Background: an optimization exercise with open tools, aiming at small area, a short achievable clock period and few clock cycles per item. Do not read the settings as production practice. The RTL was checked by simulation tests, not by an equivalence proof against the original design. Power is estimated from default activity; no workload was simulated.

## flow/design.v (module list and top-level ports; edited modules follow where they fit)
// module booth_kod: 22 lines
// module mul_s1: 4143 lines
// module mul_s2: 1202 lines
// module mul_s3: 552 lines
// module satir_xnor27: 3 lines
// module satir_xor27: 3 lines
// module satir_xnor26: 3 lines
// module satir_xor26: 3 lines
// module booth_sec_t: 3 lines
// module booth_sec: 3 lines
// module gp_hucre: 4 lines
// module g_hucre: 3 lines
// module fa_hucre: 4 lines
// module ha_hucre: 4 lines
// module floating_carpma: 167 lines
module floating_carpma #(
	parameter N_BIT 		= 64,
	parameter EXPONENT 		= 11,
	parameter FRACTION      = 52,
	parameter DURUM_UST_BIT = 105,
	parameter BIAS 			= 1023,
	parameter CS1W          = 530,   
	parameter CS2W          = 207
	)
    (
	input 		clk,
	input 		rst,
	input 		start,
	input 		[N_BIT-1:0] carpan,
	input 		[N_BIT-1:0] carpilan,
	output 		[N_BIT-1:0] sonuc,
	output 		ready,
	output 		done
    );
  // ...
==> flow/run.sh <==
#!/bin/bash
# synth_recipe.tcl (not shown) runs the flow's synth.tcl, then flattens the netlist and writes it again
# the make line also repeats each setting of config.mk as NAME=value (left out here)
make -C /OpenROAD-flow-scripts/flow DESIGN_CONFIG=/design/flow/config.mk WORK_HOME=/design/flow/orfs CLKGATE_MAP_FILE= SYNTH_SCRIPT=/design/flow/synth_recipe.tcl finish
==> flow/config.mk <==
export PLATFORM = sky130hd
export DESIGN_NAME = floating_carpma
export DESIGN_NICKNAME = floating_carpma
export VERILOG_FILES = /design/flow/design.v
export SDC_FILE = /design/flow/constraint.sdc
export NUM_CORES = 4
export LEC_CHECK = 0
export CAP_MARGIN = 20
export CORE_MARGIN = 2
export CORE_UTILIZATION = 45
export CTS_BUF_LIST = sky130_fd_sc_hd__clkbuf_8 sky130_fd_sc_hd__clkbuf_4
export SETUP_SLACK_MARGIN = 3.0
export SLEW_MARGIN = 20
export SYNTH_HIERARCHICAL = 1
export SYNTH_MINIMUM_KEEP_SIZE = 0
==> flow/constraint.sdc <==
create_clock -name core_clock -period 6.0 [get_ports {clk}]
set_input_delay 1.2000 -clock core_clock [delete_from_list [all_inputs] [get_ports {clk}]]
set_output_delay 1.2000 -clock core_clock [all_outputs]
set_load 0.01 [all_outputs]
==> qor.txt, run 1 <==
drt via density: 6.28
Worst path depth: 6
placed cell area: 89700 µm²
Via Count: 64169
DRC Markers: 0
Skew-Pair Late Insertion Delay: 1.06 ns
first-pass GRT wire length: 480000 µm
Largest register FFs: 530
most used routing layer: met2
sequence of cells on the critical path: buf_6 > xnor2_1 > o22ai_1 > fa_1 > fa_1 > fa_1
clock buffer depth: 3
critical path capture point type: flip-flop
area grow syn2layout: 5.98%
max-slew violations: 0
Boundary Pins: 197
hold path cells: 0
Register-to-Register Path Depth: 6
Data buffer area share: 0.0529
grt met3 use: 0.117
Post-CTS Hold Fix Bufs: 0
status: timing/DRC/antenna clean
gpl congestion: 0.986
cell internal pwr: 0.0315 W
Crit path top cell by count: fa_1
# clk buffers: 317
initial antenna violation count: 22
most common cell after layout, fill and taps aside: fa_1
Initial DRT Pass Iterations: 9
Worst Path Buf+Inv: 1
setup violators final: 0
Biggest Area Class: multi-input combinational cells
worst-path fanout max: 29
met1 Use GR: 0.396
largest net degree at the start of global routing: 56
crit share post-route: 0.509
Placeable Area: 202000 µm²
row count: 165
ANT nets after route: 0
cell family with most CP delay: adder cells
WS Path Type: flip-flop to flip-flop
slew of the pin with the lowest slew margin: 1.04 ns
Syn. warnings: 7
Testbench counts, summed over its fixed seeds: cycles 3,232, ops 3,200.
==> run 2, diff against run 1 <==
--- a/flow/config.mk
+++ b/flow/config.mk
@@ -10,5 +10,5 @@
 export CORE_UTILIZATION = 45
 export CTS_BUF_LIST = sky130_fd_sc_hd__clkbuf_8 sky130_fd_sc_hd__clkbuf_4
-export SETUP_SLACK_MARGIN = 3.0
+export SETUP_SLACK_MARGIN = 3.15
 export SLEW_MARGIN = 20
 export SYNTH_HIERARCHICAL = 1
==> run 2 against run 1 <==
  * Sequential share of layout area decreased by 0.71 points
  * Clock skew increased by 0.023 ns
  * Die area unchanged
  * Core utilization increased by 1.5 points
  * Setup slack improved by 0.12 ns
  * Combinational power increased by 3%
  * Largest cell class unchanged
  * Highest routed layer unchanged
==> qor.txt, run 2 <==
status: timing/DRC/antenna clean
chip width: 456 µm
slew margin rel.: 0.301
Register-to-Register Path Depth: 4 (-2)
first-pass GRT wire length: 487000 µm (+1.5%)
Die Ht: 456 µm
Placeable Area: 202000 µm² (unchanged)
Post-Syn Area: 91700 µm²
largest registers: cs1_r (530), cs2_r (206), sonuc_ (64)
Clock Sink Count: 1186
max-cap violations: 0
WP data arrival: 3.80 ns
P_leak: 42.3 nW
Initial DRT Pass Iterations: 9 (unchanged)
Worst EP required: 6.87 ns
clock buffer depth: 3 (unchanged)
Root Driver: clkbuf_8
critical path capture point type: flip-flop
gpl congestion: 0.996 (+0.92%)
Place WS: 2.16 ns
hold path cells: 0 (unchanged)
slew of the pin with the lowest slew margin: 1.05 ns (+0.00845 ns)
row count: 165 (unchanged)
final setup margin: 3.07 ns
drt wl/cell: 33.8 µm
GRT overflow: 0
Hold Path Class: flip-flop to flip-flop
peak supply drop: 402 µV
initial drt markers: 9518
Mapped Avg Cell Area: 12.0 µm²
final hold vios: 0
ANT nets after route: 0 (unchanged)
WS Path Type: flip-flop to flip-flop
hpwl dp: 243000 µm
Initial Utilization: 0.453
area grow syn2layout: 9.26%
most frequent cells in the layout: fa_1, dfxtp_1, o22ai_1
max-slew violations: 0 (unchanged)
largest net degree at the start of global routing: 55 (-1.8%)
DRC Markers: 0 (unchanged)
Skew-Pair Late Insertion Delay: 1.06 ns (about the same)
CTS buffer count: 209
CTS tree: done
vias in the first global route: 66825
Most flops, register: cs1_r
die area: 208000 µm²
worst-path fanout max: 27 (-6.9%)
clk_skew: 0.102 ns
Boundary Pins: 197 (unchanged)
Syn. warnings: 7 (unchanged)
Fin Setup TNS: 0 ns
fmax: 341 MHz
total track usage: 0.327
most common cell after layout, fill and taps aside: fa_1
Port-buffer cells: 195
Overall Power: 0.0549 W
fraction of layout cells with a size suffix above 1: 0.143
Largest register FFs: 530 (unchanged)
Post-Synthesis Cells: 7615
drt via density: 6.29 (+0.25%)
setup violators final: 0 (unchanged)
Worst-path clk slew: 0.07 ns
CTS H-tree lvls: 4
Post-CTS Hold Fix Bufs: 0 (unchanged)
unrepaired setup endpoints after global routing: yes
pwr/cell area: 547 nW/µm²
crit path launch type: flip-flop
Via Count: 65299 (+1.8%)
initial antenna violation count: 22 (unchanged)
post-route minimum period: 2.93 ns
crit share post-route: 0.489 (-0.0203)
nets: 9189
drt total wl: 351000 µm
[run 2: power by group]
part | switching (W) | internal (W) | leakage (nW)
logic | 0.0173 | 0.0147 | 29.6
clock network | 0.00375 | 0.00524 | 2.64
registers | 0.00190 | 0.0120 | 10.0
[run 2: area by class of cell]
class,count,area [µm²]
clock buffer,310,4000
clock inverter,76,1100
inverter,212,796
antenna,17,42.5
multi-input combinational,5250,58800
fill,17850,102000
sequential,1186,24300
timing repair buffer,651,7920
tap,2672,3340
[run 2: what timing repair did]
item	4_1_cts	5_1_grt
gates cloned	0	7
setup endpoints to repair	535	176
pin swaps	0	1
buffers inserted	178	111
gates resized for setup	400	79
[run 2: final timing paths]
kind	slack [ns]	startpoint	to
worst min-delay path	0.31	cs1_r[529]	cs2_r[206]
worst min register to register	0.31	cs1_r[529]	cs2_r[206]
worst max-delay path	3.07	twon_r[17]	cs1_r[312]
worst max register to register	3.07	twon_r[17]	cs1_r[312]
[run 2: critical path, cell delays in order, from the launching register on]
cell and delay [ns]:
dfxtp_2 0.91, o22ai_1 0.25, fa_1 0.52, fa_1 0.53
fa_1 0.50
[run 2: per-stage QoR]
step	hold slack [ns]	instance area, µm²	cells	util
detailed placement	0.312	89800	9675	0.444
global route	0.330	100000	10370	0.495
CTS	0.323	98400	10239	0.486
finish	0.312	100000	10374	0.495
floorplan	0.310	91800	7618	-
global placement	0.310	89800	9675	0.444
[run 2: per-layer routing]
metal | track usage | vias to the layer above | share of wire
met1 | 0.402 | 32975 | 0.37
li1 | - | 25630 | -
met4 | 0.219 | 8 | 0.079
met5 | 0.00207 | - | 0.00011
met3 | 0.124 | 1410 | 0.13
met2 | 0.475 | 5276 | 0.42

-- re-timing with driven ports --
How much do the figures lean on ideal ports? The routed layouts below were timed once more, with nothing changed but the port constraints.
Step 1 assumes that a clkbuf_16 drives the clock port and a buf_2 every other input.
Step 2 times the ports against the registers' clock, not the clock port: input delays grow and output delays shrink by t, the midpoint of the rising clock arrivals with the driver on.
Three values: ideal ports, drivers, drivers and shift; two values: the first two.
| run | t (ns) | slack for setup (ns) | pins driven straight from the clock port |
|---|---|---|---|
| run 1 | 1.115 | 2.944 / 2.944 / 2.444 | 1 |
| run 2 | 1.100 | 3.066 / 3.066 / 2.437 | 1 |
After both steps every run listed still meets setup and hold. For run 2, which loses most, drivers alone change the setup slack by 0.000 ns; drivers and shift together by -0.629 ns.
